This design comes from an exercise in tuning for small area on the open sky130 flow, not from production work.
Function was checked by simulation only, so behaviour that the tests miss may differ from the original.
Power is estimated from default activity; no workload was simulated.

==> flow/design.v (outline; a module is shown in full before it is edited, if it fits) <==
// module bfa: 4 lines
// module bha: 4 lines
// module ntt_mul23_csa: 1086 lines
// module ntt_add23_ci: 76 lines
// module ntt_sub23_ci: 76 lines
// module ntt_sub23_rc: 53 lines
// module ntt_add25_ci: 77 lines
// module ntt_inc: 8 lines
// module ntt_dec: 5 lines
// module ntt_corr_add: 7 lines
// module ntt_corr_sub: 5 lines
// module ntt_div2: 6 lines
// module ntt_mult_reduction: 250 lines
// module ntt_butterfly2x2: 175 lines
// module ntt_bf2x2_top: 30 lines
module ntt_bf2x2_top (
    input  wire         clk,
    input  wire         reset_n,
    input  wire         zeroize,
    input  wire [2:0]   mode,
    input  wire         enable,
    input  wire [183:0] uvw_i,
    input  wire [275:0] pw_uvw_i,
    input  wire         accumulate,
    output wire [91:0]  uv_o,
    output wire [91:0]  pwo_uv_o,
    output wire         ready_o
);
  // ...
==> flow/flow/run.sh <==
#!/bin/bash
set -euo pipefail
export BUFFER_PORTS_ARGS="-buffer_cell sky130_fd_sc_hd__buf_1"
export CTS_ARGS="-sink_clustering_enable -repair_clock_nets -sink_clustering_size 25 -sink_clustering_max_diameter 100 -dont_use_dummy_load"
# make's own output; each ORFS step also writes its full log under orfs/logs/
bash standard.sh > standard_make.log 2>&1
==> flow/standard.sh <==
#!/bin/bash
# synth_recipe.tcl (not shown) runs the flow's synth.tcl, then flattens the netlist and writes it again
# the make line also repeats each setting of config.mk as NAME=value (left out here)
make -C /OpenROAD-flow-scripts/flow DESIGN_CONFIG=/design/flow/config.mk WORK_HOME=/design/flow/orfs CLKGATE_MAP_FILE= SYNTH_SCRIPT=/design/flow/synth_recipe.tcl "${@:-finish}"
==> flow/config.mk <==
export PLATFORM = sky130hd
export DESIGN_NAME = ntt_bf2x2_top
export DESIGN_NICKNAME = ntt_bf2x2_top
export VERILOG_FILES = /design/flow/design.v
export SDC_FILE = /design/flow/constraint.sdc
export NUM_CORES = 4
export LEC_CHECK = 0
export CAP_MARGIN = 30
export CORE_MARGIN = 2
export CORE_UTILIZATION = 60
export CTS_CLUSTER_DIAMETER = 100
export CTS_CLUSTER_SIZE = 25
export PLACE_DENSITY = 0.75
export SLEW_MARGIN = 30
export SYNTH_HIERARCHICAL = 1
==> flow/constraint.sdc <==
create_clock -name core_clock -period 11.0 [get_ports {clk}]
set_input_delay 2.2000 -clock core_clock [delete_from_list [all_inputs] [get_ports {clk}]]
set_output_delay 2.2000 -clock core_clock [all_outputs]
set_load 0.01 [all_outputs]
==> insert_results.sql, run 1 <==
INSERT INTO impl_metrics (metric_group, metric, value, unit) VALUES
('run_status', 'run_status', 'finished clean', ''),
('critical_path', 'worstPathArrival', '10710', 'ps'),
('min_path', 'hp-start', 'u_bf2x2.bf[2].u2[21]', ''),
('place', 'hpwl', '357200', 'um'),
('sta', 'final.setup_skew', '60.64', 'ps'),
('power', 'netSwitchingPower', '11.86', 'mW'),
('die', 'dieWidth', '489.9', 'um'),
('synthesis', 'synthesis.area_per_instance', '11.65', 'sq um'),
('routing', 'postRouteWirelength', '447800', 'um'),
('critical_path', 'worstPathMaxFanout', '92', ''),
('routing', 'routedLengthMet1', '165000', 'um'),
('global_route', 'grt_first_pass_wirelength', '653400', 'um'),
('sta', 'timing.final.hold_violations', '0', ''),
('power', 'power.switching_fraction', '41.39', '%'),
('global_route', 'globalRouteOverflowTotal', '0', ''),
('critical_path', 'critical_path.max_stage_delay', '710', 'ps'),
('cts', 'tritoncts', 'done', ''),
('finish', 'inverters_excl_clock', '713', ''),
('finish', 'area.share.sequential', '29.59', '%'),
('critical_path', 'crit_path_frequent_cell', 'sky130_fd_sc_hd__fa_1', ''),
('routing', 'topRoutingLayerUsed', 'met5', ''),
('finish', 'total_number_of_nets_in_the_final_design', '16052', ''),
('min_path', 'min_path_type', 'reg2reg', ''),
('cts', 'clk_pin_slew', '100', 'ps'),
('routing', 'final_antenna_net_count', '0', ''),
('cts', 'clock_tree.root_cell', 'sky130_fd_sc_hd__clkbuf_16', ''),
('sta', 'final.min_clock_period', '10070', 'ps'),
('routing', 'detail_route_met2_wl', '193800', 'um'),
('critical_path', 'critical-path-slowest-cell', 'sky130_fd_sc_hd__dfstp_2', ''),
('place', 'gp_routability_congestion', '1.052', ''),
('routing', 'drt-vias-per-instance', '5.989', ''),
('critical_path', 'rr_endpoint', 'u_bf2x2.bf[0].u_mul.zn[32]', ''),
('place', 'detailedPlace.worstSlack', '1170', 'ps'),
('synthesis', 'synthesis.yosys.warnings', '8', ''),
('power', 'combinational_cell_fraction_of_total_power', '47.4', '%'),
('global_route', 'grt_pass1_vias', '99052', ''),
('finish', 'multi_input_area_share', '60.77', '%'),
('finish', 'proportion_of_cell_area_spent_on_the_clock_network', '1.856', '%'),
('routing', 'drcViolationCount', '0', '');
==> module ntt_sub23_ci, before the edit <==
module ntt_sub23_ci (input wire [22:0] a, input wire [22:0] bn, output wire [23:0] s);
    wire s0_0, c0_0, s0_1, c0_1, s0_2, c0_2, s0_3, c0_3, s0_4, c0_4, cb0, s0_5, c0_5, s0_6, c0_6, s0_7;
    wire c0_7, s0_8, c0_8, s0_9, c0_9, s0_10, c0_10, t_6, t_7, t_8, t_9, t_10, all1, cb1, s0_11, c0_11;
    wire s0_12, c0_12, s0_13, c0_13, s0_14, c0_14, s0_15, c0_15, s0_16, c0_16, t_12, t_13, t_14, t_15, t_16, all2;
    wire cb2, s0_17, c0_17, s0_18, c0_18, s0_19, c0_19, s0_20, c0_20, s0_21, c0_21, s0_22, c0_22, t_18, t_19, t_20;
    wire t_21, t_22, all3, cb3;
    bfa f0 (.a(a[0]), .b(bn[0]), .c(1'b1), .s(s0_0), .co(c0_0));
    bfa f1 (.a(a[1]), .b(bn[1]), .c(c0_0), .s(s0_1), .co(c0_1));
    bfa f2 (.a(a[2]), .b(bn[2]), .c(c0_1), .s(s0_2), .co(c0_2));
    bfa f3 (.a(a[3]), .b(bn[3]), .c(c0_2), .s(s0_3), .co(c0_3));
    bfa f4 (.a(a[4]), .b(bn[4]), .c(c0_3), .s(s0_4), .co(c0_4));
    assign s[0] = s0_0;
    assign s[1] = s0_1;
    assign s[2] = s0_2;
    assign s[3] = s0_3;
    assign s[4] = s0_4;
    assign cb0 = c0_4;
    bha h5 (.a(a[5]), .b(bn[5]), .s(s0_5), .co(c0_5));
    bfa f6 (.a(a[6]), .b(bn[6]), .c(c0_5), .s(s0_6), .co(c0_6));
    bfa f7 (.a(a[7]), .b(bn[7]), .c(c0_6), .s(s0_7), .co(c0_7));
    bfa f8 (.a(a[8]), .b(bn[8]), .c(c0_7), .s(s0_8), .co(c0_8));
    bfa f9 (.a(a[9]), .b(bn[9]), .c(c0_8), .s(s0_9), .co(c0_9));
    bfa f10 (.a(a[10]), .b(bn[10]), .c(c0_9), .s(s0_10), .co(c0_10));
    assign s[5] = s0_5 ^ cb0;
    assign t_6 = cb0 & s0_5;
    assign s[6] = s0_6 ^ t_6;
    assign t_7 = t_6 & s0_6;
    assign s[7] = s0_7 ^ t_7;
    assign t_8 = t_7 & s0_7;
    assign s[8] = s0_8 ^ t_8;
    assign t_9 = t_8 & s0_8;
    assign s[9] = s0_9 ^ t_9;
    assign t_10 = t_9 & s0_9;
    assign s[10] = s0_10 ^ t_10;
    assign all1 = s0_5 & s0_6 & s0_7 & s0_8 & s0_9 & s0_10;
    assign cb1 = c0_10 | (cb0 & all1);
    bha h11 (.a(a[11]), .b(bn[11]), .s(s0_11), .co(c0_11));
    bfa f12 (.a(a[12]), .b(bn[12]), .c(c0_11), .s(s0_12), .co(c0_12));
    bfa f13 (.a(a[13]), .b(bn[13]), .c(c0_12), .s(s0_13), .co(c0_13));
    bfa f14 (.a(a[14]), .b(bn[14]), .c(c0_13), .s(s0_14), .co(c0_14));
    bfa f15 (.a(a[15]), .b(bn[15]), .c(c0_14), .s(s0_15), .co(c0_15));
    bfa f16 (.a(a[16]), .b(bn[16]), .c(c0_15), .s(s0_16), .co(c0_16));
    assign s[11] = s0_11 ^ cb1;
    assign t_12 = cb1 & s0_11;
    assign s[12] = s0_12 ^ t_12;
    assign t_13 = t_12 & s0_12;
    assign s[13] = s0_13 ^ t_13;
    assign t_14 = t_13 & s0_13;
    assign s[14] = s0_14 ^ t_14;
    assign t_15 = t_14 & s0_14;
    assign s[15] = s0_15 ^ t_15;
    assign t_16 = t_15 & s0_15;
    assign s[16] = s0_16 ^ t_16;
    assign all2 = s0_11 & s0_12 & s0_13 & s0_14 & s0_15 & s0_16;
    assign cb2 = c0_16 | (cb1 & all2);
    bha h17 (.a(a[17]), .b(bn[17]), .s(s0_17), .co(c0_17));
    bfa f18 (.a(a[18]), .b(bn[18]), .c(c0_17), .s(s0_18), .co(c0_18));
    bfa f19 (.a(a[19]), .b(bn[19]), .c(c0_18), .s(s0_19), .co(c0_19));
    bfa f20 (.a(a[20]), .b(bn[20]), .c(c0_19), .s(s0_20), .co(c0_20));
    bfa f21 (.a(a[21]), .b(bn[21]), .c(c0_20), .s(s0_21), .co(c0_21));
    bfa f22 (.a(a[22]), .b(bn[22]), .c(c0_21), .s(s0_22), .co(c0_22));
    assign s[17] = s0_17 ^ cb2;
    assign t_18 = cb2 & s0_17;
    assign s[18] = s0_18 ^ t_18;
    assign t_19 = t_18 & s0_18;
    assign s[19] = s0_19 ^ t_19;
    assign t_20 = t_19 & s0_19;
    assign s[20] = s0_20 ^ t_20;
    assign t_21 = t_20 & s0_20;
    assign s[21] = s0_21 ^ t_21;
    assign t_22 = t_21 & s0_21;
    assign s[22] = s0_22 ^ t_22;
    assign all3 = s0_17 & s0_18 & s0_19 & s0_20 & s0_21 & s0_22;
    assign cb3 = c0_22 | (cb2 & all3);
    assign s[23] = cb3;
endmodule
==> module ntt_sub23_rc, before the edit <==
module ntt_sub23_rc (input wire [22:0] a, input wire [22:0] bn, output wire [23:0] s);
    wire s0_0, c0_0, s0_1, c0_1, s0_2, c0_2, s0_3, c0_3, s0_4, c0_4, s0_5, c0_5, s0_6, c0_6, s0_7, c0_7;
    wire s0_8, c0_8, s0_9, c0_9, s0_10, c0_10, s0_11, c0_11, s0_12, c0_12, s0_13, c0_13, s0_14, c0_14, s0_15, c0_15;
    wire s0_16, c0_16, s0_17, c0_17, s0_18, c0_18, s0_19, c0_19, s0_20, c0_20, s0_21, c0_21, s0_22, c0_22, cb0;
    bfa f0 (.a(a[0]), .b(bn[0]), .c(1'b1), .s(s0_0), .co(c0_0));
    bfa f1 (.a(a[1]), .b(bn[1]), .c(c0_0), .s(s0_1), .co(c0_1));
    bfa f2 (.a(a[2]), .b(bn[2]), .c(c0_1), .s(s0_2), .co(c0_2));
    bfa f3 (.a(a[3]), .b(bn[3]), .c(c0_2), .s(s0_3), .co(c0_3));
    bfa f4 (.a(a[4]), .b(bn[4]), .c(c0_3), .s(s0_4), .co(c0_4));
    bfa f5 (.a(a[5]), .b(bn[5]), .c(c0_4), .s(s0_5), .co(c0_5));
    bfa f6 (.a(a[6]), .b(bn[6]), .c(c0_5), .s(s0_6), .co(c0_6));
    bfa f7 (.a(a[7]), .b(bn[7]), .c(c0_6), .s(s0_7), .co(c0_7));
    bfa f8 (.a(a[8]), .b(bn[8]), .c(c0_7), .s(s0_8), .co(c0_8));
    bfa f9 (.a(a[9]), .b(bn[9]), .c(c0_8), .s(s0_9), .co(c0_9));
    bfa f10 (.a(a[10]), .b(bn[10]), .c(c0_9), .s(s0_10), .co(c0_10));
    bfa f11 (.a(a[11]), .b(bn[11]), .c(c0_10), .s(s0_11), .co(c0_11));
    bfa f12 (.a(a[12]), .b(bn[12]), .c(c0_11), .s(s0_12), .co(c0_12));
    bfa f13 (.a(a[13]), .b(bn[13]), .c(c0_12), .s(s0_13), .co(c0_13));
    bfa f14 (.a(a[14]), .b(bn[14]), .c(c0_13), .s(s0_14), .co(c0_14));
    bfa f15 (.a(a[15]), .b(bn[15]), .c(c0_14), .s(s0_15), .co(c0_15));
    bfa f16 (.a(a[16]), .b(bn[16]), .c(c0_15), .s(s0_16), .co(c0_16));
    bfa f17 (.a(a[17]), .b(bn[17]), .c(c0_16), .s(s0_17), .co(c0_17));
    bfa f18 (.a(a[18]), .b(bn[18]), .c(c0_17), .s(s0_18), .co(c0_18));
    bfa f19 (.a(a[19]), .b(bn[19]), .c(c0_18), .s(s0_19), .co(c0_19));
    bfa f20 (.a(a[20]), .b(bn[20]), .c(c0_19), .s(s0_20), .co(c0_20));
    bfa f21 (.a(a[21]), .b(bn[21]), .c(c0_20), .s(s0_21), .co(c0_21));
    bfa f22 (.a(a[22]), .b(bn[22]), .c(c0_21), .s(s0_22), .co(c0_22));
    assign s[0] = s0_0;
    assign s[1] = s0_1;
    assign s[2] = s0_2;
    assign s[3] = s0_3;
    assign s[4] = s0_4;
    assign s[5] = s0_5;
    assign s[6] = s0_6;
    assign s[7] = s0_7;
    assign s[8] = s0_8;
    assign s[9] = s0_9;
    assign s[10] = s0_10;
    assign s[11] = s0_11;
    assign s[12] = s0_12;
    assign s[13] = s0_13;
    assign s[14] = s0_14;
    assign s[15] = s0_15;
    assign s[16] = s0_16;
    assign s[17] = s0_17;
    assign s[18] = s0_18;
    assign s[19] = s0_19;
    assign s[20] = s0_20;
    assign s[21] = s0_21;
    assign s[22] = s0_22;
    assign cb0 = c0_22;
    assign s[23] = cb0;
endmodule
==> module ntt_mult_reduction, before the edit <==
module ntt_mult_reduction (
    input  wire        clk,
    input  wire [22:0] a_i,
    input  wire [22:0] b_i,
    output logic [22:0] res_o
);
    function automatic [22:0] corr_add(input [23:0] s);
        logic [12:0] fl;
        logic [9:0]  fu;
        logic        lnz, ge;
        lnz = |s[12:0];
        ge  = s[23] | ((&s[22:13]) & lnz);
        fl[0] = 1'b1;
        for (int i = 1; i < 13; i++) fl[i] = fl[i-1] & ~s[i-1];
        fu[0] = lnz;
        for (int j = 1; j < 10; j++) fu[j] = fu[j-1] & s[13+j-1];
        corr_add = s[22:0] ^ ({23{ge}} & {fu, fl});
    endfunction
    function automatic [22:0] corr_sub(input [23:0] d);
        logic [12:0] fl;
        logic [9:0]  fu;
        logic        c;
        fl[0] = 1'b1;
        for (int i = 1; i < 13; i++) fl[i] = fl[i-1] & d[i-1];
        c = &d[12:0];
        fu[0] = ~c;
        for (int j = 1; j < 10; j++) fu[j] = fu[j-1] & ~d[13+j-1];
        corr_sub = d[22:0] ^ ({23{d[23]}} & {fu, fl});
    endfunction
    function automatic [22:0] div2(input [22:0] x);
        logic [21:0] y;
        logic [11:0] fl;
        logic [9:0]  fu;
        logic        c, b;
        y = x[22:1];
        fl[0] = 1'b1;
        for (int i = 1; i < 12; i++) fl[i] = fl[i-1] & y[i-1];
        c = &y[11:0];
        fu[0] = ~c;
        for (int j = 1; j < 10; j++) fu[j] = fu[j-1] & ~y[12+j-1];
        b = ~c & ~(|y[21:12]);
        div2 = {x[0] & ~b, y ^ ({22{x[0]}} & {fu, fl})};
    endfunction
    wire [45:0] sn, cn;
    logic [50:0] zn;
    wire  [50:0] zp;
    wire  [24:0] h0, h1;
    wire  [25:0]   hs;
    logic [24:0] s_r;
    wire n1, n2, n3, n4, n5, n6, n7, n8, n9, n10, n11, n12, n13, n14, n15, n16;
    wire n17, n18, n19, n20, n21, n22, n23, n24, n25, n26, n27, n28, n29, n30, n31, n32;
    wire n33, n34, n35, n36, n37, n38, n39, n40, n41, n42, n43, n44, n45, n46, n47, n48;
    wire n49, n50, n51, n52, n53, n54, n55, n56, n57, n58, n59, n60, n61, n62, n63, n64;
    wire n65, n66, n67, n68, n69, n70, n71, n72, n73, n74, n75, n76, n77, n78, n79, n80;
    wire n81, n82, n83, n84, n85, n86, n87, n88, n89, n90, n91, n92, n93, n94, n95, n96;
    wire n97, n98, n99, n100, n101, n102, n103, n104, n105, n106, n107, n108, n109, n110, n111, n112;
    wire n113, n114, n115, n116, n117, n118, n119, n120, n121, n122, n123, n124, n125, n126, n127, n128;
    wire n129, n130, n131, n132, n133, n134, n135, n136, n137, n138, n139, n140, n141, n142, n143, n144;
    wire n145, n146, n147, n148, n149, n150, n151, n152, n153, n154, n155, n156, n157, n158, n159, n160;
    wire n161, n162, n163, n164, n165, n166, n167, n168, n169, n170, n171, n172, n173, n174, n175, n176;
    wire n177, n178, n179, n180, n181, n182, n183, n184, n185, n186, n187, n188, n189, n190, n191, n192;
    wire n193, n194, n195, n196, n197, n198, n199, n200, n201, n202, n203, n204, n205, n206, n207, n208;
    wire n209, n210, n211, n212, n213, n214, n215, n216, n217, n218, n219, n220, n221, n222, n223, n224;
    wire n225, n226, n227, n228, n229, n230, n231, n232, n233, n234, n235, n236, n237, n238, n239, n240;
    wire n241, n242, n243, n244, n245, n246, n247, n248, n249, n250, n251, n252, n253, n254, n255, n256;
    wire n257, n258, n259, n260, n261, n262, n263, n264, n265, n266, n267, n268, n269, n270;
    ntt_mul23_csa u_tree (.a(a_i), .b(b_i), .sn(sn), .cn(cn));
    ntt_add25_ci u_sum (.a(h0), .b(h1), .s(hs));
    bfa ni1 (.a(sn[0]), .b(cn[0]), .c(1'b1), .s(n1), .co(n2));
    bfa ni2 (.a(sn[1]), .b(cn[1]), .c(n2), .s(n3), .co(n4));
    bfa ni3 (.a(sn[2]), .b(cn[2]), .c(n4), .s(n5), .co(n6));
    bfa ni4 (.a(sn[3]), .b(cn[3]), .c(n6), .s(n7), .co(n8));
    bfa ni5 (.a(sn[4]), .b(cn[4]), .c(n8), .s(n9), .co(n10));
    bfa ni6 (.a(sn[5]), .b(cn[5]), .c(n10), .s(n11), .co(n12));
    bfa ni7 (.a(sn[6]), .b(cn[6]), .c(n12), .s(n13), .co(n14));
    bfa ni8 (.a(sn[7]), .b(cn[7]), .c(1'b1), .s(n15), .co(n16));
    bfa ni9 (.a(sn[8]), .b(cn[8]), .c(n16), .s(n17), .co(n18));
    bfa ni10 (.a(sn[9]), .b(cn[9]), .c(n18), .s(n19), .co(n20));
    bfa ni11 (.a(sn[10]), .b(cn[10]), .c(n20), .s(n21), .co(n22));
    bfa ni12 (.a(sn[11]), .b(cn[11]), .c(n22), .s(n23), .co(n24));
    bfa ni13 (.a(sn[12]), .b(cn[12]), .c(n24), .s(n25), .co(n26));
    bfa ni14 (.a(sn[13]), .b(cn[13]), .c(1'b1), .s(n27), .co(n28));
    bfa ni15 (.a(sn[14]), .b(cn[14]), .c(n28), .s(n29), .co(n30));
    bfa ni16 (.a(sn[15]), .b(cn[15]), .c(n30), .s(n31), .co(n32));
    bfa ni17 (.a(sn[16]), .b(cn[16]), .c(n32), .s(n33), .co(n34));
    bfa ni18 (.a(sn[17]), .b(cn[17]), .c(n34), .s(n35), .co(n36));
    bfa ni19 (.a(sn[18]), .b(cn[18]), .c(n36), .s(n37), .co(n38));
    bfa ni20 (.a(sn[19]), .b(cn[19]), .c(n38), .s(n39), .co(n40));
    bfa ni21 (.a(sn[20]), .b(cn[20]), .c(n40), .s(n41), .co(n42));
    bfa ni22 (.a(sn[21]), .b(cn[21]), .c(n42), .s(n43), .co(n44));
    bfa ni23 (.a(sn[22]), .b(cn[22]), .c(n44), .s(n45), .co(n46));
    bfa ni24 (.a(sn[23]), .b(cn[23]), .c(1'b1), .s(n47), .co(n48));
    bfa ni25 (.a(sn[24]), .b(cn[24]), .c(n48), .s(n49), .co(n50));
    bfa ni26 (.a(sn[25]), .b(cn[25]), .c(n50), .s(n51), .co(n52));
    bfa ni27 (.a(sn[26]), .b(cn[26]), .c(n52), .s(n53), .co(n54));
    bfa ni28 (.a(sn[27]), .b(cn[27]), .c(n54), .s(n55), .co(n56));
    bfa ni29 (.a(sn[28]), .b(cn[28]), .c(n56), .s(n57), .co(n58));
    bfa ni30 (.a(sn[29]), .b(cn[29]), .c(n58), .s(n59), .co(n60));
    bfa ni31 (.a(sn[30]), .b(cn[30]), .c(n60), .s(n61), .co(n62));
    bfa ni32 (.a(sn[31]), .b(cn[31]), .c(n62), .s(n63), .co(n64));
    bfa ni33 (.a(sn[32]), .b(cn[32]), .c(n64), .s(n65), .co(n66));
    bfa ni34 (.a(sn[33]), .b(cn[33]), .c(1'b1), .s(n67), .co(n68));
    bfa ni35 (.a(sn[34]), .b(cn[34]), .c(n68), .s(n69), .co(n70));
    bfa ni36 (.a(sn[35]), .b(cn[35]), .c(n70), .s(n71), .co(n72));
    bfa ni37 (.a(sn[36]), .b(cn[36]), .c(n72), .s(n73), .co(n74));
    bfa ni38 (.a(sn[37]), .b(cn[37]), .c(n74), .s(n75), .co(n76));
    bfa ni39 (.a(sn[38]), .b(cn[38]), .c(n76), .s(n77), .co(n78));
    bfa ni40 (.a(sn[39]), .b(cn[39]), .c(n78), .s(n79), .co(n80));
    bfa ni41 (.a(sn[40]), .b(cn[40]), .c(n80), .s(n81), .co(n82));
    bfa ni42 (.a(sn[41]), .b(cn[41]), .c(n82), .s(n83), .co(n84));
    bfa ni43 (.a(sn[42]), .b(cn[42]), .c(n84), .s(n85), .co(n86));
    bfa ni44 (.a(sn[43]), .b(cn[43]), .c(1'b1), .s(n87), .co(n88));
    bfa ni45 (.a(sn[44]), .b(cn[44]), .c(n88), .s(n89), .co(n90));
    bfa ni46 (.a(sn[45]), .b(cn[45]), .c(n90), .s(n91), .co(n92));
    always_ff @(posedge clk) begin
        zn <= {n86, n66, n46, n26, n14, n91, n89, n87, n85, n83, n81, n79, n77, n75, n73, n71, n69, n67, n65, n63, n61, n59, n57, n55, n53, n51, n49, n47, n45, n43, n41, n39, n37, n35, n33, n31, n29, n27, n25, n23, n21, n19, n17, n15, n13, n11, n9, n7, n5, n3, n1};
    end
    bha ni47 (.a(zp[13]), .b(zp[47]), .s(n93), .co(n94));
    bfa ni48 (.a(zp[0]), .b(zn[23]), .c(zn[48]), .s(n95), .co(n96));
    bfa ni49 (.a(n93), .b(zp[23]), .c(zp[48]), .s(n97), .co(n98));
    bha ni50 (.a(zp[33]), .b(zp[49]), .s(n99), .co(n100));
    bfa ni51 (.a(zp[14]), .b(zp[24]), .c(zp[34]), .s(n101), .co(n102));
    bha ni52 (.a(zp[15]), .b(zp[25]), .s(n103), .co(n104));
    bfa ni53 (.a(n95), .b(zn[33]), .c(zn[49]), .s(n105), .co(n106));
    bfa ni54 (.a(zp[1]), .b(zn[24]), .c(zn[34]), .s(n107), .co(n108));
    bha ni55 (.a(zp[2]), .b(zn[25]), .s(n109), .co(n110));
    bha ni56 (.a(zp[3]), .b(zn[26]), .s(n111), .co(n112));
    bha ni57 (.a(zp[4]), .b(zn[27]), .s(n113), .co(n114));
    bha ni58 (.a(zp[5]), .b(zn[28]), .s(n115), .co(n116));
    bha ni59 (.a(zp[6]), .b(zn[29]), .s(n117), .co(n118));
    bfa ni60 (.a(zp[7]), .b(zp[46]), .c(zn[30]), .s(n119), .co(n120));
    bha ni61 (.a(zp[8]), .b(zn[31]), .s(n121), .co(n122));
    bha ni62 (.a(zp[9]), .b(zn[32]), .s(n123), .co(n124));
    bfa ni63 (.a(zp[10]), .b(zn[33]), .c(zn[49]), .s(n125), .co(n126));
    bha ni64 (.a(zn[43]), .b(zn[50]), .s(n127), .co(n128));
    bha ni65 (.a(zp[11]), .b(zn[34]), .s(n129), .co(n130));
    bha ni66 (.a(zp[12]), .b(zn[35]), .s(n131), .co(n132));
    bfa ni67 (.a(n97), .b(n99), .c(zn[36]), .s(n133), .co(n134));
    bha ni68 (.a(zp[43]), .b(zp[50]), .s(n135), .co(n136));
    bfa ni69 (.a(n101), .b(zn[37]), .c(zp[44]), .s(n137), .co(n138));
    bfa ni70 (.a(n94), .b(n98), .c(n100), .s(n139), .co(n140));
    bfa ni71 (.a(n103), .b(zp[35]), .c(zn[38]), .s(n141), .co(n142));
    bfa ni72 (.a(zp[45]), .b(n102), .c(1'b1), .s(n143), .co(n144));
    bfa ni73 (.a(zp[16]), .b(zp[26]), .c(zp[36]), .s(n145), .co(n146));
    bfa ni74 (.a(zn[39]), .b(n104), .c(1'b1), .s(n147), .co(n148));
    bfa ni75 (.a(zp[17]), .b(zp[27]), .c(zp[37]), .s(n149), .co(n150));
    assign n151 = ~zn[40];
    assign n152 = zn[40];
    bfa ni76 (.a(zp[18]), .b(zp[28]), .c(zp[38]), .s(n153), .co(n154));
    assign n155 = ~zn[41];
    assign n156 = zn[41];
    bfa ni77 (.a(zp[19]), .b(zp[29]), .c(zp[39]), .s(n157), .co(n158));
    assign n159 = ~zn[42];
    assign n160 = zn[42];
    bfa ni78 (.a(zp[20]), .b(zp[30]), .c(zp[40]), .s(n161), .co(n162));
    bha ni79 (.a(zn[43]), .b(zn[50]), .s(n163), .co(n164));
    bfa ni80 (.a(zp[21]), .b(zp[31]), .c(zp[41]), .s(n165), .co(n166));
    assign n167 = ~zn[44];
    assign n168 = zn[44];
    bfa ni81 (.a(zp[22]), .b(zp[32]), .c(zp[42]), .s(n169), .co(n170));
    assign n171 = ~zn[45];
    assign n172 = zn[45];
    bha ni82 (.a(n105), .b(zn[43]), .s(n173), .co(n174));
    bfa ni83 (.a(n107), .b(zn[44]), .c(n96), .s(n175), .co(n176));
    bfa ni84 (.a(n109), .b(zn[35]), .c(zn[45]), .s(n177), .co(n178));
    bfa ni85 (.a(n111), .b(zn[36]), .c(n110), .s(n179), .co(n180));
    bfa ni86 (.a(n113), .b(zn[37]), .c(n112), .s(n181), .co(n182));
    bfa ni87 (.a(n115), .b(zn[38]), .c(n114), .s(n183), .co(n184));
    bfa ni88 (.a(n117), .b(zn[39]), .c(n116), .s(n185), .co(n186));
    bfa ni89 (.a(n119), .b(zn[40]), .c(n118), .s(n187), .co(n188));
    bfa ni90 (.a(n121), .b(zn[41]), .c(n120), .s(n189), .co(n190));
    bfa ni91 (.a(n123), .b(zn[42]), .c(n122), .s(n191), .co(n192));
    bfa ni92 (.a(n125), .b(n127), .c(n124), .s(n193), .co(n194));
    bfa ni93 (.a(n129), .b(zn[44]), .c(n126), .s(n195), .co(n196));
    bfa ni94 (.a(n131), .b(zn[45]), .c(n130), .s(n197), .co(n198));
    bfa ni95 (.a(n133), .b(n135), .c(n132), .s(n199), .co(n200));
    bfa ni96 (.a(n137), .b(n139), .c(n134), .s(n201), .co(n202));
    bfa ni97 (.a(n141), .b(n143), .c(n138), .s(n203), .co(n204));
    bfa ni98 (.a(n145), .b(n147), .c(n142), .s(n205), .co(n206));
    bfa ni99 (.a(n149), .b(n151), .c(n146), .s(n207), .co(n208));
    bfa ni100 (.a(n153), .b(n155), .c(n150), .s(n209), .co(n210));
    bfa ni101 (.a(n157), .b(n159), .c(n154), .s(n211), .co(n212));
    bfa ni102 (.a(n161), .b(n163), .c(n158), .s(n213), .co(n214));
    bfa ni103 (.a(n165), .b(n167), .c(n162), .s(n215), .co(n216));
    bfa ni104 (.a(n169), .b(n171), .c(n166), .s(n217), .co(n218));
    bha ni105 (.a(n170), .b(n172), .s(n219), .co(n220));
    bha ni106 (.a(n173), .b(zn[50]), .s(n221), .co(n222));
    bfa ni107 (.a(n175), .b(n106), .c(n174), .s(n223), .co(n224));
    bfa ni108 (.a(n177), .b(n108), .c(n176), .s(n225), .co(n226));
    bfa ni109 (.a(n179), .b(n178), .c(1'b1), .s(n227), .co(n228));
    bfa ni110 (.a(n181), .b(n180), .c(1'b1), .s(n229), .co(n230));
    bfa ni111 (.a(n183), .b(n182), .c(1'b1), .s(n231), .co(n232));
    bfa ni112 (.a(n185), .b(n184), .c(1'b1), .s(n233), .co(n234));
    bfa ni113 (.a(n187), .b(n186), .c(1'b1), .s(n235), .co(n236));
    bfa ni114 (.a(n189), .b(n188), .c(1'b1), .s(n237), .co(n238));
    bfa ni115 (.a(n191), .b(n190), .c(1'b1), .s(n239), .co(n240));
    bfa ni116 (.a(n193), .b(n192), .c(1'b1), .s(n241), .co(n242));
    bfa ni117 (.a(n195), .b(n128), .c(n194), .s(n243), .co(n244));
    bfa ni118 (.a(n197), .b(n196), .c(1'b1), .s(n245), .co(n246));
    bfa ni119 (.a(n199), .b(n198), .c(1'b1), .s(n247), .co(n248));
    bfa ni120 (.a(n201), .b(n136), .c(n200), .s(n249), .co(n250));
    bfa ni121 (.a(n203), .b(n140), .c(n202), .s(n251), .co(n252));
    bfa ni122 (.a(n205), .b(n144), .c(n204), .s(n253), .co(n254));
    bfa ni123 (.a(n207), .b(n148), .c(n206), .s(n255), .co(n256));
    bfa ni124 (.a(n209), .b(n152), .c(n208), .s(n257), .co(n258));
    bfa ni125 (.a(n211), .b(n156), .c(n210), .s(n259), .co(n260));
    bfa ni126 (.a(n213), .b(n160), .c(n212), .s(n261), .co(n262));
    bfa ni127 (.a(n215), .b(n164), .c(n214), .s(n263), .co(n264));
    bfa ni128 (.a(n217), .b(n168), .c(n216), .s(n265), .co(n266));
    bfa ni129 (.a(n219), .b(n218), .c(1'b1), .s(n267), .co(n268));
    assign n269 = ~n220;
    assign n270 = n220;
    assign zp = ~zn;
    assign h0 = {n269, n267, n265, n263, n261, n259, n257, n255, n253, n251, n249, n247, n245, n243, n241, n239, n237, n235, n233, n231, n229, n227, n225, n223, n221};
    assign h1 = {n268, n266, n264, n262, n260, n258, n256, n254, n252, n250, n248, n246, n244, n242, n240, n238, n236, n234, n232, n230, n228, n226, n224, n222, 1'b1};
    wire  [1:0]  k0;
    wire  [14:0] m;
    wire  [23:0] wv;
    wire  [22:0] wc;
    assign k0 = s_r[24:23];
    assign m  = {k0 == 2'd3, k0 == 2'd2, {11{|k0}}, ^k0, k0[0]};
    assign wc[0] = 1'b0;
    bha u_w0 (.a(s_r[0]), .b(m[0]), .s(wv[0]), .co(wc[1]));
    bfa u_w1 (.a(s_r[1]), .b(m[1]), .c(wc[1]), .s(wv[1]), .co(wc[2]));
    bfa u_w2 (.a(s_r[2]), .b(m[2]), .c(wc[2]), .s(wv[2]), .co(wc[3]));
    bfa u_w3 (.a(s_r[3]), .b(m[3]), .c(wc[3]), .s(wv[3]), .co(wc[4]));
    bfa u_w4 (.a(s_r[4]), .b(m[4]), .c(wc[4]), .s(wv[4]), .co(wc[5]));
    bfa u_w5 (.a(s_r[5]), .b(m[5]), .c(wc[5]), .s(wv[5]), .co(wc[6]));
    bfa u_w6 (.a(s_r[6]), .b(m[6]), .c(wc[6]), .s(wv[6]), .co(wc[7]));
    bfa u_w7 (.a(s_r[7]), .b(m[7]), .c(wc[7]), .s(wv[7]), .co(wc[8]));
    bfa u_w8 (.a(s_r[8]), .b(m[8]), .c(wc[8]), .s(wv[8]), .co(wc[9]));
    bfa u_w9 (.a(s_r[9]), .b(m[9]), .c(wc[9]), .s(wv[9]), .co(wc[10]));
    bfa u_w10 (.a(s_r[10]), .b(m[10]), .c(wc[10]), .s(wv[10]), .co(wc[11]));
    bfa u_w11 (.a(s_r[11]), .b(m[11]), .c(wc[11]), .s(wv[11]), .co(wc[12]));
    bfa u_w12 (.a(s_r[12]), .b(m[12]), .c(wc[12]), .s(wv[12]), .co(wc[13]));
    bfa u_w13 (.a(s_r[13]), .b(m[13]), .c(wc[13]), .s(wv[13]), .co(wc[14]));
    bfa u_w14 (.a(s_r[14]), .b(m[14]), .c(wc[14]), .s(wv[14]), .co(wc[15]));
    bha u_w15 (.a(s_r[15]), .b(wc[15]), .s(wv[15]), .co(wc[16]));
    bha u_w16 (.a(s_r[16]), .b(wc[16]), .s(wv[16]), .co(wc[17]));
    bha u_w17 (.a(s_r[17]), .b(wc[17]), .s(wv[17]), .co(wc[18]));
    bha u_w18 (.a(s_r[18]), .b(wc[18]), .s(wv[18]), .co(wc[19]));
    bha u_w19 (.a(s_r[19]), .b(wc[19]), .s(wv[19]), .co(wc[20]));
    bha u_w20 (.a(s_r[20]), .b(wc[20]), .s(wv[20]), .co(wc[21]));
    bha u_w21 (.a(s_r[21]), .b(wc[21]), .s(wv[21]), .co(wc[22]));
    bha u_w22 (.a(s_r[22]), .b(wc[22]), .s(wv[22]), .co(wv[23]));
    always_ff @(posedge clk) begin
        s_r   <= hs[24:0];
        res_o <= corr_add(wv);
    end
endmodule
==> inputs of run 2 (changes only) <==
--- a/flow/design.v
+++ b/flow/design.v
@@ -63,6 +63,12 @@
     assign s  = a ^ b;
     assign co = a & b;
 endmodule
+module bxn (input wire a, input wire b, output wire y);
+    assign y = ~(a ^ b);
+endmodule
+module bor (input wire a, input wire b, output wire y);
+    assign y = a | b;
+endmodule
 module ntt_mul23_csa (input wire [22:0] a, input wire [22:0] b, output wire [45:0] sn, output wire [45:0] cn);
     wire pp0_0, pp0_1, pp0_2, pp0_3, pp0_4, pp0_5, pp0_6, pp0_7, pp0_8, pp0_9, pp0_10, pp0_11, pp0_12, pp0_13, pp0_14, pp0_15;
     wire pp0_16, pp0_17, pp0_18, pp0_19, pp0_20, pp0_21, pp0_22, pp1_0, pp1_1, pp1_2, pp1_3, pp1_4, pp1_5, pp1_6, pp1_7, pp1_8;
@@ -684,47 +690,58 @@
     assign pp22_20 = ~(a[22] & b[20]);
     assign pp22_21 = ~(a[22] & b[21]);
     assign pp22_22 = ~(a[22] & b[22]);
-    bfa h0 (.a(pp0_19), .b(pp1_18), .c(1'b1), .s(t1), .co(t2));
+    bxn h0 (.a(pp0_19), .b(pp1_18), .y(t1));
+    bor o0 (.a(pp0_19), .b(pp1_18), .y(t2));
     bfa f1 (.a(pp0_20), .b(pp1_19), .c(pp2_18), .s(t3), .co(t4));
-    bfa h2 (.a(pp3_17), .b(pp4_16), .c(1'b1), .s(t5), .co(t6));
+    bxn h2 (.a(pp3_17), .b(pp4_16), .y(t5));
+    bor o2 (.a(pp3_17), .b(pp4_16), .y(t6));
     bfa f3 (.a(pp0_21), .b(pp1_20), .c(pp2_19), .s(t7), .co(t8));
     bfa f4 (.a(pp3_18), .b(pp4_17), .c(pp5_16), .s(t9), .co(t10));
-    bfa h5 (.a(pp6_15), .b(pp7_14), .c(1'b1), .s(t11), .co(t12));
+    bxn h5 (.a(pp6_15), .b(pp7_14), .y(t11));
+    bor o5 (.a(pp6_15), .b(pp7_14), .y(t12));
     bfa f6 (.a(pp0_22), .b(pp1_21), .c(pp2_20), .s(t13), .co(t14));
     bfa f7 (.a(pp3_19), .b(pp4_18), .c(pp5_17), .s(t15), .co(t16));
     bfa f8 (.a(pp6_16), .b(pp7_15), .c(pp8_14), .s(t17), .co(t18));
-    bfa h9 (.a(pp9_13), .b(pp10_12), .c(1'b1), .s(t19), .co(t20));
+    bxn h9 (.a(pp9_13), .b(pp10_12), .y(t19));
+    bor o9 (.a(pp9_13), .b(pp10_12), .y(t20));
     bfa f10 (.a(pp1_22), .b(pp2_21), .c(pp3_20), .s(t21), .co(t22));
     bfa f11 (.a(pp4_19), .b(pp5_18), .c(pp6_17), .s(t23), .co(t24));
     bfa f12 (.a(pp7_16), .b(pp8_15), .c(pp9_14), .s(t25), .co(t26));
-    bfa h13 (.a(pp10_13), .b(pp11_12), .c(1'b1), .s(t27), .co(t28));
+    bxn h13 (.a(pp10_13), .b(pp11_12), .y(t27));
+    bor o13 (.a(pp10_13), .b(pp11_12), .y(t28));
     bfa f14 (.a(pp2_22), .b(pp3_21), .c(pp4_20), .s(t29), .co(t30));
     bfa f15 (.a(pp5_19), .b(pp6_18), .c(pp7_17), .s(t31), .co(t32));
     bfa f16 (.a(pp8_16), .b(pp9_15), .c(pp10_14), .s(t33), .co(t34));
     bfa f17 (.a(pp3_22), .b(pp4_21), .c(pp5_20), .s(t35), .co(t36));
     bfa f18 (.a(pp6_19), .b(pp7_18), .c(pp8_17), .s(t37), .co(t38));
     bfa f19 (.a(pp4_22), .b(pp5_21), .c(pp6_20), .s(t39), .co(t40));
-    bfa h20 (.a(pp0_13), .b(pp1_12), .c(1'b1), .s(t41), .co(t42));
+    bxn h20 (.a(pp0_13), .b(pp1_12), .y(t41));
+    bor o20 (.a(pp0_13), .b(pp1_12), .y(t42));
     bfa f21 (.a(pp0_14), .b(pp1_13), .c(pp2_12), .s(t43), .co(t44));
-    bfa h22 (.a(pp3_11), .b(pp4_10), .c(1'b1), .s(t45), .co(t46));
+    bxn h22 (.a(pp3_11), .b(pp4_10), .y(t45));
+    bor o22 (.a(pp3_11), .b(pp4_10), .y(t46));
     bfa f23 (.a(pp0_15), .b(pp1_14), .c(pp2_13), .s(t47), .co(t48));
     bfa f24 (.a(pp3_12), .b(pp4_11), .c(pp5_10), .s(t49), .co(t50));
-    bfa h25 (.a(pp6_9), .b(pp7_8), .c(1'b1), .s(t51), .co(t52));
+    bxn h25 (.a(pp6_9), .b(pp7_8), .y(t51));
+    bor o25 (.a(pp6_9), .b(pp7_8), .y(t52));
     bfa f26 (.a(pp0_16), .b(pp1_15), .c(pp2_14), .s(t53), .co(t54));
     bfa f27 (.a(pp3_13), .b(pp4_12), .c(pp5_11), .s(t55), .co(t56));
     bfa f28 (.a(pp6_10), .b(pp7_9), .c(pp8_8), .s(t57), .co(t58));
-    bfa h29 (.a(pp9_7), .b(pp10_6), .c(1'b1), .s(t59), .co(t60));
+    bxn h29 (.a(pp9_7), .b(pp10_6), .y(t59));
+    bor o29 (.a(pp9_7), .b(pp10_6), .y(t60));
     bfa f30 (.a(pp0_17), .b(pp1_16), .c(pp2_15), .s(t61), .co(t62));
     bfa f31 (.a(pp3_14), .b(pp4_13), .c(pp5_12), .s(t63), .co(t64));
     bfa f32 (.a(pp6_11), .b(pp7_10), .c(pp8_9), .s(t65), .co(t66));
     bfa f33 (.a(pp9_8), .b(pp10_7), .c(pp11_6), .s(t67), .co(t68));
-    bfa h34 (.a(pp12_5), .b(pp13_4), .c(1'b1), .s(t69), .co(t70));
+    bxn h34 (.a(pp12_5), .b(pp13_4), .y(t69));
+    bor o34 (.a(pp12_5), .b(pp13_4), .y(t70));
     bfa f35 (.a(pp0_18), .b(pp1_17), .c(pp2_16), .s(t71), .co(t72));
     bfa f36 (.a(pp3_15), .b(pp4_14), .c(pp5_13), .s(t73), .co(t74));
     bfa f37 (.a(pp6_12), .b(pp7_11), .c(pp8_10), .s(t75), .co(t76));
     bfa f38 (.a(pp9_9), .b(pp10_8), .c(pp11_7), .s(t77), .co(t78));
     bfa f39 (.a(pp12_6), .b(pp13_5), .c(pp14_4), .s(t79), .co(t80));
-    bfa h40 (.a(pp15_3), .b(pp16_2), .c(1'b1), .s(t81), .co(t82));
+    bxn h40 (.a(pp15_3), .b(pp16_2), .y(t81));
+    bor o40 (.a(pp15_3), .b(pp16_2), .y(t82));
     bfa f41 (.a(t1), .b(pp2_17), .c(pp3_16), .s(t83), .co(t84));
     bfa f42 (.a(pp4_15), .b(pp5_14), .c(pp6_13), .s(t85), .co(t86));
     bfa f43 (.a(pp7_12), .b(pp8_11), .c(pp9_10), .s(t87), .co(t88));
@@ -794,16 +811,20 @@
     bfa f107 (.a(pp9_22), .b(pp10_21), .c(pp11_20), .s(t215), .co(t216));
     bfa f108 (.a(pp12_19), .b(pp13_18), .c(pp14_17), .s(t217), .co(t218));
     bfa f109 (.a(pp10_22), .b(pp11_21), .c(pp12_20), .s(t219), .co(t220));
-    bfa h110 (.a(pp0_9), .b(pp1_8), .c(1'b1), .s(t221), .co(t222));
+    bxn h110 (.a(pp0_9), .b(pp1_8), .y(t221));
+    bor o110 (.a(pp0_9), .b(pp1_8), .y(t222));
     bfa f111 (.a(pp0_10), .b(pp1_9), .c(pp2_8), .s(t223), .co(t224));
-    bfa h112 (.a(pp3_7), .b(pp4_6), .c(1'b1), .s(t225), .co(t226));
+    bxn h112 (.a(pp3_7), .b(pp4_6), .y(t225));
+    bor o112 (.a(pp3_7), .b(pp4_6), .y(t226));
     bfa f113 (.a(pp0_11), .b(pp1_10), .c(pp2_9), .s(t227), .co(t228));
     bfa f114 (.a(pp3_8), .b(pp4_7), .c(pp5_6), .s(t229), .co(t230));
-    bfa h115 (.a(pp6_5), .b(pp7_4), .c(1'b1), .s(t231), .co(t232));
+    bxn h115 (.a(pp6_5), .b(pp7_4), .y(t231));
+    bor o115 (.a(pp6_5), .b(pp7_4), .y(t232));
     bfa f116 (.a(pp0_12), .b(pp1_11), .c(pp2_10), .s(t233), .co(t234));
     bfa f117 (.a(pp3_9), .b(pp4_8), .c(pp5_7), .s(t235), .co(t236));
     bfa f118 (.a(pp6_6), .b(pp7_5), .c(pp8_4), .s(t237), .co(t238));
-    bfa h119 (.a(pp9_3), .b(pp10_2), .c(1'b1), .s(t239), .co(t240));
+    bxn h119 (.a(pp9_3), .b(pp10_2), .y(t239));
+    bor o119 (.a(pp9_3), .b(pp10_2), .y(t240));
     bfa f120 (.a(t41), .b(pp2_11), .c(pp3_10), .s(t241), .co(t242));
     bfa f121 (.a(pp4_9), .b(pp5_8), .c(pp6_7), .s(t243), .co(t244));
     bfa f122 (.a(pp7_6), .b(pp8_5), .c(pp9_4), .s(t245), .co(t246));
@@ -894,12 +915,15 @@
     bfa f207 (.a(pp13_22), .b(pp14_21), .c(pp15_20), .s(t415), .co(t416));
     bfa f208 (.a(pp16_19), .b(pp17_18), .c(pp18_17), .s(t417), .co(t418));
     bfa f209 (.a(pp14_22), .b(pp15_21), .c(pp16_20), .s(t419), .co(t420));
-    bfa h210 (.a(pp0_6), .b(pp1_5), .c(1'b1), .s(t421), .co(t422));
+    bxn h210 (.a(pp0_6), .b(pp1_5), .y(t421));
+    bor o210 (.a(pp0_6), .b(pp1_5), .y(t422));
     bfa f211 (.a(pp0_7), .b(pp1_6), .c(pp2_5), .s(t423), .co(t424));
-    bfa h212 (.a(pp3_4), .b(pp4_3), .c(1'b1), .s(t425), .co(t426));
+    bxn h212 (.a(pp3_4), .b(pp4_3), .y(t425));
+    bor o212 (.a(pp3_4), .b(pp4_3), .y(t426));
     bfa f213 (.a(pp0_8), .b(pp1_7), .c(pp2_6), .s(t427), .co(t428));
     bfa f214 (.a(pp3_5), .b(pp4_4), .c(pp5_3), .s(t429), .co(t430));
-    bfa h215 (.a(pp6_2), .b(pp7_1), .c(1'b1), .s(t431), .co(t432));
+    bxn h215 (.a(pp6_2), .b(pp7_1), .y(t431));
+    bor o215 (.a(pp6_2), .b(pp7_1), .y(t432));
     bfa f216 (.a(t221), .b(pp2_7), .c(pp3_6), .s(t433), .co(t434));
     bfa f217 (.a(pp4_5), .b(pp5_4), .c(pp6_3), .s(t435), .co(t436));
     bfa f218 (.a(pp7_2), .b(pp8_1), .c(pp9_0), .s(t437), .co(t438));
@@ -990,9 +1014,11 @@
     bfa f303 (.a(pp16_22), .b(pp17_21), .c(pp18_20), .s(t607), .co(t608));
     bfa f304 (.a(pp19_19), .b(pp20_18), .c(pp21_17), .s(t609), .co(t610));
     bfa f305 (.a(pp17_22), .b(pp18_21), .c(pp19_20), .s(t611), .co(t612));
-    bfa h306 (.a(pp0_4), .b(pp1_3), .c(1'b1), .s(t613), .co(t614));
+    bxn h306 (.a(pp0_4), .b(pp1_3), .y(t613));
+    bor o306 (.a(pp0_4), .b(pp1_3), .y(t614));
     bfa f307 (.a(pp0_5), .b(pp1_4), .c(pp2_3), .s(t615), .co(t616));
-    bfa h308 (.a(pp3_2), .b(pp4_1), .c(1'b1), .s(t617), .co(t618));
+    bxn h308 (.a(pp3_2), .b(pp4_1), .y(t617));
+    bor o308 (.a(pp3_2), .b(pp4_1), .y(t618));
     bfa f309 (.a(t421), .b(pp2_4), .c(pp3_3), .s(t619), .co(t620));
     bfa f310 (.a(pp4_2), .b(pp5_1), .c(pp6_0), .s(t621), .co(t622));
     bfa f311 (.a(t423), .b(t425), .c(pp5_2), .s(t623), .co(t624));
@@ -1064,7 +1090,8 @@
     bfa f377 (.a(pp18_22), .b(pp19_21), .c(pp20_20), .s(t755), .co(t756));
     bfa f378 (.a(pp21_19), .b(pp22_18), .c(t612), .s(t757), .co(t758));
     bfa f379 (.a(pp19_22), .b(pp20_21), .c(pp21_20), .s(t759), .co(t760));
-    bfa h380 (.a(pp0_3), .b(pp1_2), .c(1'b1), .s(t761), .co(t762));
+    bxn h380 (.a(pp0_3), .b(pp1_2), .y(t761));
+    bor o380 (.a(pp0_3), .b(pp1_2), .y(t762));
     bfa f381 (.a(t613), .b(pp2_2), .c(pp3_1), .s(t763), .co(t764));
     bfa f382 (.a(t615), .b(t617), .c(pp5_0), .s(t765), .co(t766));
     bfa f383 (.a(t619), .b(t621), .c(t616), .s(t767), .co(t768));
@@ -1104,7 +1131,8 @@
     bfa f417 (.a(t755), .b(t757), .c(t752), .s(t835), .co(t836));
     bfa f418 (.a(t759), .b(pp22_19), .c(t756), .s(t837), .co(t838));
     bfa f419 (.a(pp20_22), .b(pp21_21), .c(pp22_20), .s(t839), .co(t840));
-    bfa h420 (.a(pp0_2), .b(pp1_1), .c(1'b1), .s(t841), .co(t842));
+    bxn h420 (.a(pp0_2), .b(pp1_1), .y(t841));
+    bor o420 (.a(pp0_2), .b(pp1_1), .y(t842));
     bfa f421 (.a(t761), .b(pp2_1), .c(pp3_0), .s(t843), .co(t844));
     bfa f422 (.a(t763), .b(pp4_0), .c(t762), .s(t845), .co(t846));
     bfa f423 (.a(t765), .b(t614), .c(t764), .s(t847), .co(t848));
@@ -1231,7 +1259,8 @@
     wire s0_12, c0_12, s0_13, c0_13, s0_14, c0_14, s0_15, c0_15, s0_16, c0_16, t_12, t_13, t_14, t_15, t_16, all2;
     wire cb2, s0_17, c0_17, s0_18, c0_18, s0_19, c0_19, s0_20, c0_20, s0_21, c0_21, s0_22, c0_22, t_18, t_19, t_20;
     wire t_21, t_22, all3, cb3;
-    bfa f0 (.a(a[0]), .b(bn[0]), .c(1'b1), .s(s0_0), .co(c0_0));
+    bxn x0 (.a(a[0]), .b(bn[0]), .y(s0_0));
+    bor o0 (.a(a[0]), .b(bn[0]), .y(c0_0));
     bfa f1 (.a(a[1]), .b(bn[1]), .c(c0_0), .s(s0_1), .co(c0_1));
     bfa f2 (.a(a[2]), .b(bn[2]), .c(c0_1), .s(s0_2), .co(c0_2));
     bfa f3 (.a(a[3]), .b(bn[3]), .c(c0_2), .s(s0_3), .co(c0_3));
@@ -1305,7 +1334,8 @@
     wire s0_0, c0_0, s0_1, c0_1, s0_2, c0_2, s0_3, c0_3, s0_4, c0_4, s0_5, c0_5, s0_6, c0_6, s0_7, c0_7;
     wire s0_8, c0_8, s0_9, c0_9, s0_10, c0_10, s0_11, c0_11, s0_12, c0_12, s0_13, c0_13, s0_14, c0_14, s0_15, c0_15;
     wire s0_16, c0_16, s0_17, c0_17, s0_18, c0_18, s0_19, c0_19, s0_20, c0_20, s0_21, c0_21, s0_22, c0_22, cb0;
-    bfa f0 (.a(a[0]), .b(bn[0]), .c(1'b1), .s(s0_0), .co(c0_0));
+    bxn x0 (.a(a[0]), .b(bn[0]), .y(s0_0));
+    bor o0 (.a(a[0]), .b(bn[0]), .y(c0_0));
     bfa f1 (.a(a[1]), .b(bn[1]), .c(c0_0), .s(s0_1), .co(c0_1));
     bfa f2 (.a(a[2]), .b(bn[2]), .c(c0_1), .s(s0_2), .co(c0_2));
     bfa f3 (.a(a[3]), .b(bn[3]), .c(c0_2), .s(s0_3), .co(c0_3));
@@ -1530,20 +1560,23 @@
     wire n257, n258, n259, n260, n261, n262, n263, n264, n265, n266, n267, n268, n269, n270;
     ntt_mul23_csa u_tree (.a(a_i), .b(b_i), .sn(sn), .cn(cn));
     ntt_add25_ci u_sum (.a(h0), .b(h1), .s(hs));
-    bfa ni1 (.a(sn[0]), .b(cn[0]), .c(1'b1), .s(n1), .co(n2));
+    bxn nx1 (.a(sn[0]), .b(cn[0]), .y(n1));
+    bor no1 (.a(sn[0]), .b(cn[0]), .y(n2));
     bfa ni2 (.a(sn[1]), .b(cn[1]), .c(n2), .s(n3), .co(n4));
     bfa ni3 (.a(sn[2]), .b(cn[2]), .c(n4), .s(n5), .co(n6));
     bfa ni4 (.a(sn[3]), .b(cn[3]), .c(n6), .s(n7), .co(n8));
     bfa ni5 (.a(sn[4]), .b(cn[4]), .c(n8), .s(n9), .co(n10));
     bfa ni6 (.a(sn[5]), .b(cn[5]), .c(n10), .s(n11), .co(n12));
     bfa ni7 (.a(sn[6]), .b(cn[6]), .c(n12), .s(n13), .co(n14));
-    bfa ni8 (.a(sn[7]), .b(cn[7]), .c(1'b1), .s(n15), .co(n16));
+    bxn nx8 (.a(sn[7]), .b(cn[7]), .y(n15));
+    bor no8 (.a(sn[7]), .b(cn[7]), .y(n16));
     bfa ni9 (.a(sn[8]), .b(cn[8]), .c(n16), .s(n17), .co(n18));
     bfa ni10 (.a(sn[9]), .b(cn[9]), .c(n18), .s(n19), .co(n20));
     bfa ni11 (.a(sn[10]), .b(cn[10]), .c(n20), .s(n21), .co(n22));
     bfa ni12 (.a(sn[11]), .b(cn[11]), .c(n22), .s(n23), .co(n24));
     bfa ni13 (.a(sn[12]), .b(cn[12]), .c(n24), .s(n25), .co(n26));
-    bfa ni14 (.a(sn[13]), .b(cn[13]), .c(1'b1), .s(n27), .co(n28));
+    bxn nx14 (.a(sn[13]), .b(cn[13]), .y(n27));
+    bor no14 (.a(sn[13]), .b(cn[13]), .y(n28));
     bfa ni15 (.a(sn[14]), .b(cn[14]), .c(n28), .s(n29), .co(n30));
     bfa ni16 (.a(sn[15]), .b(cn[15]), .c(n30), .s(n31), .co(n32));
     bfa ni17 (.a(sn[16]), .b(cn[16]), .c(n32), .s(n33), .co(n34));
@@ -1553,7 +1586,8 @@
     bfa ni21 (.a(sn[20]), .b(cn[20]), .c(n40), .s(n41), .co(n42));
     bfa ni22 (.a(sn[21]), .b(cn[21]), .c(n42), .s(n43), .co(n44));
     bfa ni23 (.a(sn[22]), .b(cn[22]), .c(n44), .s(n45), .co(n46));
-    bfa ni24 (.a(sn[23]), .b(cn[23]), .c(1'b1), .s(n47), .co(n48));
+    bxn nx24 (.a(sn[23]), .b(cn[23]), .y(n47));
+    bor no24 (.a(sn[23]), .b(cn[23]), .y(n48));
     bfa ni25 (.a(sn[24]), .b(cn[24]), .c(n48), .s(n49), .co(n50));
     bfa ni26 (.a(sn[25]), .b(cn[25]), .c(n50), .s(n51), .co(n52));
     bfa ni27 (.a(sn[26]), .b(cn[26]), .c(n52), .s(n53), .co(n54));
@@ -1563,7 +1597,8 @@
     bfa ni31 (.a(sn[30]), .b(cn[30]), .c(n60), .s(n61), .co(n62));
     bfa ni32 (.a(sn[31]), .b(cn[31]), .c(n62), .s(n63), .co(n64));
     bfa ni33 (.a(sn[32]), .b(cn[32]), .c(n64), .s(n65), .co(n66));
-    bfa ni34 (.a(sn[33]), .b(cn[33]), .c(1'b1), .s(n67), .co(n68));
+    bxn nx34 (.a(sn[33]), .b(cn[33]), .y(n67));
+    bor no34 (.a(sn[33]), .b(cn[33]), .y(n68));
     bfa ni35 (.a(sn[34]), .b(cn[34]), .c(n68), .s(n69), .co(n70));
     bfa ni36 (.a(sn[35]), .b(cn[35]), .c(n70), .s(n71), .co(n72));
     bfa ni37 (.a(sn[36]), .b(cn[36]), .c(n72), .s(n73), .co(n74));
@@ -1573,7 +1608,8 @@
     bfa ni41 (.a(sn[40]), .b(cn[40]), .c(n80), .s(n81), .co(n82));
     bfa ni42 (.a(sn[41]), .b(cn[41]), .c(n82), .s(n83), .co(n84));
     bfa ni43 (.a(sn[42]), .b(cn[42]), .c(n84), .s(n85), .co(n86));
-    bfa ni44 (.a(sn[43]), .b(cn[43]), .c(1'b1), .s(n87), .co(n88));
+    bxn nx44 (.a(sn[43]), .b(cn[43]), .y(n87));
+    bor no44 (.a(sn[43]), .b(cn[43]), .y(n88));
     bfa ni45 (.a(sn[44]), .b(cn[44]), .c(n88), .s(n89), .co(n90));
     bfa ni46 (.a(sn[45]), .b(cn[45]), .c(n90), .s(n91), .co(n92));
     always_ff @(posedge clk) begin
@@ -1604,9 +1640,11 @@
     bfa ni69 (.a(n101), .b(zn[37]), .c(zp[44]), .s(n137), .co(n138));
     bfa ni70 (.a(n94), .b(n98), .c(n100), .s(n139), .co(n140));
     bfa ni71 (.a(n103), .b(zp[35]), .c(zn[38]), .s(n141), .co(n142));
-    bfa ni72 (.a(zp[45]), .b(n102), .c(1'b1), .s(n143), .co(n144));
+    bxn nx72 (.a(zp[45]), .b(n102), .y(n143));
+    bor no72 (.a(zp[45]), .b(n102), .y(n144));
     bfa ni73 (.a(zp[16]), .b(zp[26]), .c(zp[36]), .s(n145), .co(n146));
-    bfa ni74 (.a(zn[39]), .b(n104), .c(1'b1), .s(n147), .co(n148));
+    bxn nx74 (.a(zn[39]), .b(n104), .y(n147));
+    bor no74 (.a(zn[39]), .b(n104), .y(n148));
     bfa ni75 (.a(zp[17]), .b(zp[27]), .c(zp[37]), .s(n149), .co(n150));
     assign n151 = ~zn[40];
     assign n152 = zn[40];
@@ -1651,17 +1689,27 @@
     bha ni106 (.a(n173), .b(zn[50]), .s(n221), .co(n222));
     bfa ni107 (.a(n175), .b(n106), .c(n174), .s(n223), .co(n224));
     bfa ni108 (.a(n177), .b(n108), .c(n176), .s(n225), .co(n226));
-    bfa ni109 (.a(n179), .b(n178), .c(1'b1), .s(n227), .co(n228));
-    bfa ni110 (.a(n181), .b(n180), .c(1'b1), .s(n229), .co(n230));
-    bfa ni111 (.a(n183), .b(n182), .c(1'b1), .s(n231), .co(n232));
-    bfa ni112 (.a(n185), .b(n184), .c(1'b1), .s(n233), .co(n234));
-    bfa ni113 (.a(n187), .b(n186), .c(1'b1), .s(n235), .co(n236));
-    bfa ni114 (.a(n189), .b(n188), .c(1'b1), .s(n237), .co(n238));
-    bfa ni115 (.a(n191), .b(n190), .c(1'b1), .s(n239), .co(n240));
-    bfa ni116 (.a(n193), .b(n192), .c(1'b1), .s(n241), .co(n242));
+    bxn nx109 (.a(n179), .b(n178), .y(n227));
+    bor no109 (.a(n179), .b(n178), .y(n228));
+    bxn nx110 (.a(n181), .b(n180), .y(n229));
+    bor no110 (.a(n181), .b(n180), .y(n230));
+    bxn nx111 (.a(n183), .b(n182), .y(n231));
+    bor no111 (.a(n183), .b(n182), .y(n232));
+    bxn nx112 (.a(n185), .b(n184), .y(n233));
+    bor no112 (.a(n185), .b(n184), .y(n234));
+    bxn nx113 (.a(n187), .b(n186), .y(n235));
+    bor no113 (.a(n187), .b(n186), .y(n236));
+    bxn nx114 (.a(n189), .b(n188), .y(n237));
+    bor no114 (.a(n189), .b(n188), .y(n238));
+    bxn nx115 (.a(n191), .b(n190), .y(n239));
+    bor no115 (.a(n191), .b(n190), .y(n240));
+    bxn nx116 (.a(n193), .b(n192), .y(n241));
+    bor no116 (.a(n193), .b(n192), .y(n242));
     bfa ni117 (.a(n195), .b(n128), .c(n194), .s(n243), .co(n244));
-    bfa ni118 (.a(n197), .b(n196), .c(1'b1), .s(n245), .co(n246));
-    bfa ni119 (.a(n199), .b(n198), .c(1'b1), .s(n247), .co(n248));
+    bxn nx118 (.a(n197), .b(n196), .y(n245));
+    bor no118 (.a(n197), .b(n196), .y(n246));
+    bxn nx119 (.a(n199), .b(n198), .y(n247));
+    bor no119 (.a(n199), .b(n198), .y(n248));
     bfa ni120 (.a(n201), .b(n136), .c(n200), .s(n249), .co(n250));
     bfa ni121 (.a(n203), .b(n140), .c(n202), .s(n251), .co(n252));
     bfa ni122 (.a(n205), .b(n144), .c(n204), .s(n253), .co(n254));
@@ -1671,7 +1719,8 @@
     bfa ni126 (.a(n213), .b(n160), .c(n212), .s(n261), .co(n262));
     bfa ni127 (.a(n215), .b(n164), .c(n214), .s(n263), .co(n264));
     bfa ni128 (.a(n217), .b(n168), .c(n216), .s(n265), .co(n266));
-    bfa ni129 (.a(n219), .b(n218), .c(1'b1), .s(n267), .co(n268));
+    bxn nx129 (.a(n219), .b(n218), .y(n267));
+    bor no129 (.a(n219), .b(n218), .y(n268));
     assign n269 = ~n220;
     assign n270 = n220;
     assign zp = ~zn;
==> run 2 against run 1 <==
Against the previous run:
- still clean on timing, DRC and antenna
- combinational power fell by 26%
- via count grew 0.52%
- worst setup slack gained 160 ps
- die area decreased by 0.62%
- largest cell class unchanged
- largest power group is now sequential cells
==> insert_results.sql, run 2 <==
INSERT INTO impl_metrics (metric_group, metric, value, unit) VALUES
('critical_path', 'worstPathMaxFanout', '44', ''),
('routing', 'drt-vias-per-instance', '6.022', ''),
('synthesis', 'synthesis.area_per_instance', '11.42', 'sq um'),
('run_status', 'run_status', 'finished clean', ''),
('sta', 'final.min_clock_period', '9914', 'ps'),
('routing', 'final_antenna_net_count', '0', ''),
('critical_path', 'worstPathArrival', '10570', 'ps'),
('critical_path', 'critical_path.max_stage_delay', '600', 'ps'),
('synthesis', 'synthesis.yosys.warnings', '8', ''),
('critical_path', 'critical-path-slowest-cell', 'sky130_fd_sc_hd__nand2_1', ''),
('min_path', 'min_path_type', 'reg2reg', ''),
('place', 'hpwl', '354800', 'um'),
('sta', 'timing.final.hold_violations', '0', ''),
('finish', 'total_number_of_nets_in_the_final_design', '15901', ''),
('place', 'gp_routability_congestion', '1.050', ''),
('global_route', 'globalRouteOverflowTotal', '0', ''),
('die', 'dieWidth', '488.4', 'um'),
('cts', 'tritoncts', 'done', ''),
('critical_path', 'crit_path_frequent_cell', 'sky130_fd_sc_hd__fa_1', ''),
('global_route', 'grt_first_pass_wirelength', '648200', 'um'),
('global_route', 'grt_pass1_vias', '98655', ''),
('cts', 'clk_pin_slew', '100', 'ps'),
('sta', 'final.setup_skew', '100.9', 'ps');
run 2: power breakdown:
part / internal, mW / switching, mW
clock network: 1.72 / 2.46
logic: 4.02 / 5.98
registers: 9.28 / 1.36
total: 15.0 / 9.80
run 2: per-layer routing:
metal | wire length (um) | track usage, % | share of wire (%)
met5 | 88 | 0 | 0.020
met4 | 38570 | 25.72 | 8.7
met3 | 49450 | 10.50 | 11
met2 | 193200 | 56.11 | 43
met1 | 164500 | 48.02 | 37
run 2: worst paths after layout:
path | cells after the start | slack, ps | start | end
setup reg to reg | 22 | 1090 | u_bf2x2.zf[1] | u_bf2x2.bf[0].u_mul.zn[32]
min in group asynchronous | 2 | 1340 | reset_n | u_bf2x2.ready_reg[0]
setup / recovery | 22 | 1090 | u_bf2x2.zf[1] | u_bf2x2.bf[0].u_mul.zn[32]
hold reg to reg | 0 | 290 | u_bf2x2.w11_reg[37] | u_bf2x2.w11_reg[14]
max in group asynchronous | 2 | 9340 | reset_n | u_bf2x2.zf[5]
hold / removal | 0 | 290 | u_bf2x2.w11_reg[37] | u_bf2x2.w11_reg[14]
run 2: layout make-up:
cell class | instances | area (sq um)
well taps | 3132 | 3919
multi-input cells | 8328 | 86150
diodes | 25 | 62.56
clock buffers | 107 | 2678
fillers | 18834 | 90080
inverters | 713 | 2676
repair buffers | 939 | 4727
flip-flops and latches | 2128 | 42690
run 2: through the flow:
stage	instance area (sq um)	total power [mW]	setup slack [ps]	cells
after detailed placement	140100	20.44	1202	15238
after floorplan	140800	17.55	1752	12337
after CTS	142800	24.63	1122	15345
after global placement	140100	20.20	1255	15237
final	142900	24.82	1086	15372
after global routing	142900	26.11	880.2	15364

==> afterwards: timing with drivers on the ports <==
Ports are ideal in the flow. The routed layouts listed here were re-timed in OpenROAD. Step 1, drivers: a clkbuf_16 drives clk and a buf_2 each remaining input, both assumed. Step 2, shift: input delay + t, output delay - t, t = (earliest + latest rising clock arrival at the registers) / 2. This alone moves slack from input paths to output paths. a / b / c = ideal ports / drivers / drivers and shift; a / b = the first two.
run	t, ns	slack for setup (ns)	worst data-port slew with drivers (ns)	pins driven straight from the clock port
run 1	0.892	0.926 / 0.926 / 0.926	0.23	1
run 2	0.877	1.086 / 1.086 / 1.086	0.24	1
After both steps setup and hold are still met in every run listed.
